Background: an optimization exercise with open tools, aiming at small area. Do not read the settings as production practice.
Function was checked by simulation only, so behaviour that the tests miss may differ from the original.
Power is estimated from default activity; no workload was simulated.

== red ==
==> flow/design.v <==
module Aoi222 (input a0, b0, a1, b1, a2, b2, output y);
assign y = ~((a0 & b0) | (a1 & b1) | (a2 & b2));
endmodule
module Inv (input a, output y);
assign y = ~a;
endmodule
module And2 (input a, b, output y);
assign y = a & b;
endmodule
module Nand2 (input a, b, output y);
assign y = ~(a & b);
endmodule
module Nor2 (input a, b, output y);
assign y = ~(a | b);
endmodule
module Nand3 (input a, b, c, output y);
assign y = ~(a & b & c);
endmodule
module And3 (input a, b, c, output y);
assign y = a & b & c;
endmodule
module Nand4 (input a, b, c, d, output y);
assign y = ~(a & b & c & d);
endmodule
module Decoder_4to16 #(parameter HAS_EN=0)
    (
	  input [3:0] IN,
	  input EN, RST_N,
      output [15:0] OUT
    );
wire [3:0] inv;
wire [3:0] lo, hi;    
genvar j, k;
generate
    for (j = 0; j < 4; j = j + 1) begin : iv
        Inv u (.a(IN[j]), .y(inv[j]));
    end
    for (j = 0; j < 4; j = j + 1) begin : pre
        Nor2 ul (.a(j & 1 ? inv[0] : IN[0]), .b(j & 2 ? inv[1] : IN[1]), .y(lo[j]));
        Nor2 uh (.a(j & 1 ? inv[2] : IN[2]), .b(j & 2 ? inv[3] : IN[3]), .y(hi[j]));
    end
    for (k = 0; k < 16; k = k + 1) begin : o
        wire n;
        if (HAS_EN) begin : e
            Nand3 u  (.a(lo[k % 4]), .b(hi[k / 4]), .c(EN), .y(n));
            Nand2 ud (.a(n), .b(RST_N), .y(OUT[k]));
        end else begin : ne
            Nand2 u  (.a(lo[k % 4]), .b(hi[k / 4]), .y(n));
            Inv   ud (.a(n), .y(OUT[k]));
        end
    end
endgenerate
endmodule
module Mux_16to1 #(parameter WIDTH=4)
    (
	  input [15:0] sel,
	  input [16*WIDTH-1:0] in,
      output [WIDTH-1:0] out
    );
genvar b, g;
generate
    for (b = 0; b < WIDTH; b = b + 1) begin : bits
        wire [5:0] t;
        for (g = 0; g < 5; g = g + 1) begin : grp
            Aoi222 u (.a0(sel[3*g]),   .b0(in[(3*g)*WIDTH + b]),
                      .a1(sel[3*g+1]), .b1(in[(3*g+1)*WIDTH + b]),
                      .a2(sel[3*g+2]), .b2(in[(3*g+2)*WIDTH + b]), .y(t[g]));
        end
        Nand2 u15 (.a(sel[15]), .b(in[15*WIDTH + b]), .y(t[5]));
        wire t012;
        And3  ua (.a(t[0]), .b(t[1]), .c(t[2]), .y(t012));
        Nand4 uo (.a(t012), .b(t[3]), .c(t[4]), .d(t[5]), .y(out[b]));
    end
endgenerate
endmodule
module Register_file #(parameter WIDTH=32)
    (
	  input clk, write_enable, reset,
	  input [3:0] Source_select_0, Source_select_1, Destination_select,
	  input	[WIDTH-1:0] DATA, Reg_15,
	  output [WIDTH-1:0] out_0, out_1
    );
wire [WIDTH-1:0] wdata;
wire [14:0] we;
wire [15:0] dest, sel0, sel1;
wire reset_n;
Inv urn (.a(reset), .y(reset_n));
genvar i;
generate
    for (i = 0; i < WIDTH; i = i + 1) begin : wd
        And2 u (.a(DATA[i]), .b(reset_n), .y(wdata[i]));
    end
endgenerate
Decoder_4to16 #(0) dsel0 (.IN(Source_select_0), .EN(1'b1), .RST_N(1'b1), .OUT(sel0));
Decoder_4to16 #(0) dsel1 (.IN(Source_select_1), .EN(1'b1), .RST_N(1'b1), .OUT(sel1));
Decoder_4to16 #(1) dec (.IN(Destination_select), .EN(write_enable), .RST_N(reset_n), .OUT(dest));
assign we = dest[14:0];
wire [16*WIDTH-1:0] rd;    
assign rd[15*WIDTH +: WIDTH] = Reg_15;
generate
    for (i = 0 ; i < 15 ; i = i + 1) begin : registers
        reg [WIDTH-1:0] OUT;
        always @(posedge clk)
            if (we[i]) OUT <= wdata;
        assign rd[i*WIDTH +: WIDTH] = OUT;
    end
endgenerate
Mux_16to1 #(WIDTH) mux_0 (.sel(sel0), .in(rd), .out(out_0));
Mux_16to1 #(WIDTH) mux_1 (.sel(sel1), .in(rd), .out(out_1));
endmodule
Settings: LEC_CHECK=0, CAP_MARGIN=10, CORE_MARGIN=2, CORE_UTILIZATION=70, PLACE_DENSITY=0.8, SLEW_MARGIN=10, SYNTH_HIERARCHICAL=1, SYNTH_MINIMUM_KEEP_SIZE=0; clock period 8.0 ns.
standard.sh (not shown) runs the stock make flow with config.mk's settings and CLKGATE_MAP_FILE= SYNTH_SCRIPT=/design/flow/synth_recipe.tcl, a recipe that flattens the netlist after the stock synthesis.
==> flow/flow/run.sh <==
#!/bin/bash
# The standard layout (the standard.sh, standard synthesis included), with three changes:
#  - port buffers are the smallest buffer, buf_1, instead of the delay buffer buffer_ports picks;
#  - clock tree synthesis uses clkbuf_8 with larger sink clusters (18 sinks, 70 um) and no dummy loads;
#  - everything else is the ORFS default.
# Each make run's full output goes to a log file in the work folder; ORFS's own per-step logs
# are under orfs/logs/.
set -euo pipefail
CTS="-sink_clustering_enable -repair_clock_nets -dont_use_dummy_load -buf_list sky130_fd_sc_hd__clkbuf_8 -sink_clustering_size 18 -sink_clustering_max_diameter 70"
bash standard.sh \
  "BUFFER_PORTS_ARGS=-buffer_cell sky130_fd_sc_hd__buf_1" \
  "CTS_ARGS=$CTS" \
  finish > standard_flow.log 2>&1
Modified inputs, blue compared to red
- SLEW_MARGIN: 10 -> 3
- CAP_MARGIN: 10 -> 3
- The clock network power consumption on red is in line with that on blue.
- On cell area, blue and red are neck and neck.
- On utilization, blue and red are basically level.
- Setup slack in blue is larger than in red.
- Between blue and red, the difference in sequential share of layout area is negligible.
- blue vs. red: sequential cell count of the final layout has remained practically unchanged, total power roughly the same.
diff inputs: blue => green
- SLEW_MARGIN now 20, was 3
- CAP_MARGIN now 20, was 3
==> flow/flow/run.sh <==
#!/bin/bash
# The standard layout (the standard.sh, standard synthesis included), with three changes:
#  - port buffers are the smallest buffer, buf_1, instead of the delay buffer buffer_ports picks;
#  - clock tree synthesis uses clkbuf_8 with larger sink clusters and no dummy loads;
#  - everything else is the ORFS default.
# Each make run's full output goes to a log file in the work folder; ORFS's own per-step logs
# are under orfs/logs/.
set -euo pipefail
CTS="-sink_clustering_enable -repair_clock_nets -dont_use_dummy_load -buf_list sky130_fd_sc_hd__clkbuf_8 -sink_clustering_size 16 -sink_clustering_max_diameter 60"
bash standard.sh \
  "BUFFER_PORTS_ARGS=-buffer_cell sky130_fd_sc_hd__buf_1" \
  "CTS_ARGS=$CTS" \
  finish > standard_flow.log 2>&1
## What came out
All of green and blue finish clean. The worst hold slack in green sits 78 ps above the value recorded for blue. Total power of green exceeds that of blue slightly. green can be clocked slower than blue. Final core utilization was lower in the run labelled blue. The clock share of power of green exceeds that of blue by 1.4 points. Between green and blue, the critical path depth is higher for blue.
Edits applied to the flow inputs when going from green to orange:
- SLEW_MARGIN changed from 20 to 10
- CAP_MARGIN changed from 20 to 10
==> run summary <==
- Between green and orange, longest individual stage delay on the worst path is higher for orange, green comes in under that.
- First-pass GRT wire length was higher in the run labelled green.
- Final count of negative-setup-slack endpoints: orange vs green identical
- Per the comparison of orange with green, total wire length shrank by about 1.3%; part of the cycle the worst path needs shrank by 0.30 points; net switching power stayed essentially flat.
- Per the comparison of orange with green, met3 layer usage reported by global route down 0.72 points; worst setup slack rose 24 ps; synthesis-to-finish area growth has decreased; switching share of power did not really move.
Input changes introduced in purple (baseline for comparison: orange):
- CAP_MARGIN: 10 -> 20
- SLEW_MARGIN: 10 -> 20
==> flow/flow/run.sh <==
#!/bin/bash
# The standard layout (the standard.sh, standard synthesis included), with three changes:
#  - port buffers are the smallest buffer, buf_1, instead of the delay buffer buffer_ports picks;
#  - clock tree synthesis uses clkbuf_8 with larger sink clusters (18 sinks, 70 um) and no dummy loads;
#  - everything else is the ORFS default.
# Each make run's full output goes to a log file in the work folder; ORFS's own per-step logs
# are under orfs/logs/.
set -euo pipefail
CTS="-sink_clustering_enable -repair_clock_nets -dont_use_dummy_load -buf_list sky130_fd_sc_hd__clkbuf_8 -sink_clustering_size 18 -sink_clustering_max_diameter 70"
bash standard.sh \
  "BUFFER_PORTS_ARGS=-buffer_cell sky130_fd_sc_hd__buf_1" \
  "CTS_ARGS=$CTS" \
  finish > standard_flow.log 2>&1
The final reports for purple and orange show clock power lower in the former.
Sequential share of layout area ends up lower on purple.
Sum of met3 wire segment lengths after detailed routing of orange is on par with purple.
Both conditions hold for purple: the flow ran to the end and the final layout passed the timing, DRC and antenna checks.
Total half-perimeter wirelength after legalization and detailed placement ends up higher on purple.
The total clock buffers created by CTS of purple falls short of that of orange by 6.
Delta(final core utilization, purple - orange) > 0
Taking orange as the reference, in purple via count -about 0.5%; final worst slack +19 ps; average wire per cell in the routed design ~0 delta.
Total power draw: orange and purple compared, higher one is orange

-- re-timing with driven ports --
How much do the figures lean on ideal ports? The routed layouts below were timed once more, with nothing changed but the port constraints.
Step 1 (the two cells are an assumption about what drives the block):
set clk [get_ports {clk}]
set_driving_cell -lib_cell sky130_fd_sc_hd__clkbuf_16 $clk
set_driving_cell -lib_cell sky130_fd_sc_hd__buf_2 [delete_from_list [all_inputs] $clk]
Step 2 also shifts input and output timing later by t, the mid clock arrival at the registers, as if the neighbouring blocks saw the same clock.
a / b / c = ideal ports / drivers / drivers and shift; a / b = the first two.
| run | t (ns) | slack for setup (ns) | worst register clock-pin slew, ns | worst data-port slew with drivers (ns) | cell pins on the clock port's net |
|---|---|---|---|---|---|
| red | 0.677 | 2.626 / 2.606 / 2.606 | 0.11 / 0.11 | 0.04 | 1 |
| blue | 0.670 | 2.672 / 2.652 / 2.652 | 0.11 / 0.11 | 0.05 | 1 |
| green | 0.597 | 2.646 / 2.623 / 2.623 | 0.11 / 0.11 | 0.04 | 1 |
| orange | 0.601 | 2.670 / 2.644 / 2.644 | 0.10 / 0.10 | 0.04 | 1 |
| purple | 0.674 | 2.689 / 2.666 / 2.666 | 0.12 / 0.12 | 0.04 | 1 |
After both steps setup and hold are still met in every run listed. For orange, which loses most, drivers alone change the setup slack by -0.026 ns; drivers and shift together by -0.026 ns.
